Context: an optimization exercise on an open-source flow, tuned for small area and a short achievable clock period. The choices shown serve that exercise and are no tape-out recipe.
In this exercise RTL edits were held to simulation tests only and were not proved equivalent to the original.

File: run.sh
#!/bin/bash
# synth_recipe.tcl (not shown) runs the flow's synth.tcl, then flattens the netlist and writes it again
# the make line also repeats each setting of config.mk as NAME=value (left out here)
make -C /OpenROAD-flow-scripts/flow DESIGN_CONFIG=/design/flow/config.mk WORK_HOME=/design/flow/orfs CLKGATE_MAP_FILE= SYNTH_SCRIPT=/design/flow/synth_recipe.tcl finish
File: config.mk
export PLATFORM = sky130hd
export DESIGN_NAME = my_fir
export DESIGN_NICKNAME = my_fir
export VERILOG_FILES = /design/flow/design.v
export SDC_FILE = /design/flow/constraint.sdc
export NUM_CORES = 4
export LEC_CHECK = 0
export CAP_MARGIN = 20
export CORE_MARGIN = 2
export CORE_UTILIZATION = 40
export PLACE_DENSITY = 0.6
export SLEW_MARGIN = 20
File: constraint.sdc
create_clock -name core_clock -period 6.5 [get_ports {clk}]
set_input_delay 1.3000 -clock core_clock [delete_from_list [all_inputs] [get_ports {clk}]]
set_output_delay 1.3000 -clock core_clock [all_outputs]
set_load 0.01 [all_outputs]
File: design.v
module my_fir
#(parameter F=10)
(
input logic                clk,
input logic                rst,
input logic signed  [15:0] filter_in,
output logic signed [31:0] filter_out
    );
logic signed [15:0] shift_regs [0:16];
logic signed [15:0] coes       [0:16];
logic signed [31:0] mults      [0:16];
logic signed [31:0] psum       [0: 3];
logic signed [31:0] sum;
logic signed [31:0] mult16_d;    
always@(posedge clk,posedge rst)
  if(rst)
    for(int i=0;i<=16;i++)
     shift_regs[i]<=0;
  else
  begin
     shift_regs[0]<=filter_in;
     for(int i=0;i<16;i++)
       shift_regs[i+1]<=shift_regs[i];
  end
assign coes[0]= -17;
assign coes[1]=  62;
assign coes[2]=  456;
assign coes[3]=  1482;
assign coes[4]=  3367;
assign coes[5]=  6013;
assign coes[6]=  8880;
assign coes[7]=  11129;
assign coes[8]=  11983;
assign coes[9]=  11129;
assign coes[10]= 8880;
assign coes[11]= 6013;
assign coes[12]= 3367;
assign coes[13]= 1482;
assign coes[14]= 456;
assign coes[15]= 62;
assign coes[16]= -17;
always@(posedge clk,posedge rst)
  if(rst)
    for(int i=0;i<=16;i++)
      mults[i]<=0;
  else
  begin
    for(int i=0;i<=16;i++)
      mults[i]<=coes[i]*shift_regs[i]; 
  end
always@(posedge clk,posedge rst)
  if(rst)
     for(int i=0;i<4;i++)
       psum[i]<=0;
  else
       for(int i=0;i<4;i++)
        psum[i]<=mults[4*i]+mults[4*i+1]+mults[4*i+2]+mults[4*i+3];
always@(posedge clk,posedge rst)
  if(rst)
     mult16_d<=0;
  else
     mult16_d<=mults[16];
always@(posedge clk,posedge rst)
  if(rst)
     sum<=0;
  else
    sum<=psum[0]+psum[1]+psum[2]+psum[3]+mult16_d;
assign filter_out=(sum>>>F);
endmodule
==> flow_summary_export.csv <==
group,metric,value,unit
synthesis,synth_edf_count,0,
die,fp.dieW,489,µm
sta,tns,0,ps
routing,antenna_left,0,
routing,wire_per_inst,18.5,µm
setup_path,cp_common_cell,"fa_1",
routing,drc,0,
place,io_buffers,49,
clock_tree,clock_latency,750,ps
die,floorplan.rows,177,
die,ios,50,
job,maxCapViolations,0,
clock_tree,cts.reportedPaths.clkPinSlew,60,ps
routing,drt_iter0_markers,3339,
sta,fmax,160,MHz
synthesis,yosysTopAreaCell,"fa_1",
synthesis,ys_seq_area_share,23.1,%
place,hpwl,190000,µm
layout,area_growth_syn_to_layout,9.51,%
synthesis,synth_cell_type_count,77,
grt,antenna_found_initial,12,
synthesis,synth_fp_nets,11600,
grt,grt_use_total,19.5,%
clock_tree,cts.sinks,867,
synthesis,netlist.area_leader.share,29.6,%
synthesis,ys_dominant_reg_cell,"dfrtp_1",
sta,rsz0062_at_grt,"yes",
die,die_h,489,µm
sta,tightest_slew,883,ps
clock_tree,cts_made_buffers,106,
die,initial_core_util,40.3,%
routing,avgViaCountPerCell,4.82,
sta,slew_violations,0,
synthesis,async_reset_ff_share,100,%
layout,final_util,44.1,%
synthesis,synth_seq_cells,867,
grt,grt.overflow.total,0,
clock_tree,cts_hold_buf,0,
routing,drt-total-wl,225000,µm
layout,final_nets,11800,
clock_tree,htreeDepth,3,
sta,layout_min_cycle_time,6230,ps
setup_path,path_cells,"fa_1 > buf_4 > fa_1 > fa_1 > fa_1 > fa_1 > inv_1 > fa_1 > inv_1 > ha_1 > and3_1 > a21boi_1 > o41a_1 > o31a_1 > a311o_1 > a21o_1 > and4_1 > mux2i_1 > o211ai_1",
status,status,"complete, no violations",
setup_path,worstPathRequired,7120,ps
place,gp_congestion,0.894,
setup_path,crit_arrival,6860,ps
setup_path,r2r-start,"shift_regs[11][4]",
synthesis,yosysMostFrequentCell,"inv_1",
layout,drive_gt1_share,4.07,%
synthesis,synth_area,94000,µm²
worst_hold_path,hp-start,"mults[16][4]",
setup_path,worst_setup_path_start_kind,"register",
synthesis,yosys_warnings,5,
die,core,233000,µm²
synthesis,synth_area_per_cell,10.8,µm²
grt,grt_pass1_wl,361000,µm
worst_hold_path,hold_path_class,"reg2reg",
setup_path,endpoint_kind,"register",
synthesis,synthTopCellsByArea,"fa_1, dfrtp_1, ha_1",
clock_tree,clk_path_buf_depth,3,
routing,num_vias,58500,
setup_path,cp_top_family,"adder cells",
die,die-area,239000,µm²
clock_tree,cts_tree,"built",
synthesis,synthCells,8668,
clock_tree,clockRootBuffer,"clkbuf_16",
sta,skew,46.1,ps
grt,grt_pass1_vias,63500,
setup_path,max_stage_delay,580,ps
sta,period_share,95.9,%
setup_path,crit_slowest_cell,"fa_1",
setup_path,worstSetupPathType,"reg2reg",
synthesis,yosys-top-cells-count,"inv_1, ha_1, fa_1, dfrtp_1, xnor2_1",
grt,grt_max_degree,156,
sta,final_hold_viol_count,0,
setup_path,startpoint,"shift_regs[11][4]",
place,numPlacedInstances,11900,
sta,setup_viol,0,
setup_path,path_buf_inv,3,
layout,fin_cells,12100,
routing,drt-pass1-iter-count,6,
setup_path,cp_max_fo,6,
sta,slew_headroom,39.6,%
## worst reg2reg max path, cell delays in order, from the launching register on
cell      delay, ps
dfrtp_2         480
fa_1            480
buf_4           160
fa_1            500
fa_1            580
fa_1            450
fa_1            500
inv_1            50
fa_1            470
inv_1            40
ha_1            330
and3_1          200
a21boi_1        150
o41a_1          400
o31a_1          290
a311o_1         360
a21o_1          200
and4_1          210
mux2i_1         140
o211ai_1        100
## state kept, by name (all words and copies together), names as in the netlist
register    flops
psum          126
mults         425
mult16_d       22
sum            22
shift_regs    272
## cell type report
type	instances	area (µm²)
diodes	3	7.51
clock inverters	59	764
repair buffers	156	1390
inverters	2222	8340
fillers	21700	130000
flip-flops and latches	867	21700
multi-input cells	5556	63900
well taps	3132	3920
clock buffers	135	2910
## what timing repair did
item                       in CTS  in global routing
setup buffers                   0                  3
resized for setup               0                 23
setup endpoints to repair       0                  7
## kinds of logic after synthesis
kind of cell | share of synthesized area, %
fa+ha+maj | 49.9
flops | 23.1
compound gates | 7.91
buf+inv | 9.01
xor+xnor | 5.51
mux | 0.184
simple gates | 4.38
## placed cells by master, fill, tap and decap left out, types with 19 or more instances in the layout
cell type           n
o21a_1             63
or3_1              24
inv_1            2220
or2_2              34
ha_1             1523
xnor2_1           435
and3_1             41
nand2b_1           55
dfrtp_1           855
o21bai_1           82
nand2_1           182
xor2_1            156
o211ai_1           20
nor3_1             70
clkbuf_16         107
clkdlybuf4s50_1    49
buf_4              99
nand4_1            19
nor2b_1            45
a21oi_1           404
o21ai_0           195
a21o_1            174
fa_1             1391
a31oi_1            37
a211oi_1           38
nand3_1            73
nor2_1            267
## per-stage QoR
step / hold WS (ps) / setup slack (ps) / cell area, µm²
after floorplan: 331 / -6720 / 94000
after global placement: 335 / 140 / 99100
after detailed placement: 336 / 105 / 99200
after CTS: 338 / 62.1 / 103000
after global routing: 334 / -29.4 / 103000
final: 337 / 266 / 103000
## worst paths after layout
path                            endpoint  slack (ps)  cells past startpoint
setup / recovery           mults[11][28]         270                     19
hold / removal               mult16_d[4]         340                      0
setup reg to reg           mults[11][28]         270                     19
hold reg to reg              mult16_d[4]         340                      0
max in group asynchronous   mults[0][20]        3980                      4
min in group asynchronous   mults[9][16]        1000                      2
## per-layer routing
metal,vias up,track usage (%),wire (µm),share of wire [%]
met2,839,33.2,109000,49
li1,27700,-,-,-
met3,222,1.62,6290,2.8
met5,-,0,13,0.0058
met1,29700,27.3,104000,46
met4,2,3.85,4620,2.1

-- separate check: timing with driven ports --
The flow's constraints put no driver on any port. The routed layout listed below was extracted and timed again, unchanged, in two steps. Step 1 assumes that a clkbuf_16 drives the clock port and a buf_2 every other input. Step 2, shift: input delay + t, output delay - t, t = (earliest + latest rising clock arrival at the registers) / 2. This alone moves slack from input paths to output paths. Three values: no drivers, after step 1, after step 2; two values: the first two.
t (ns): 0.822
setup slack, ns: 0.266 / 0.266 / 0.266
clock arrival spread, ns: 0.056 / 0.055
cell pins on the clock port's net: 1
After both steps this run still meets setup and hold. The setup slack of this run moves by 0.000 ns with the drivers and by 0.000 ns with both steps.
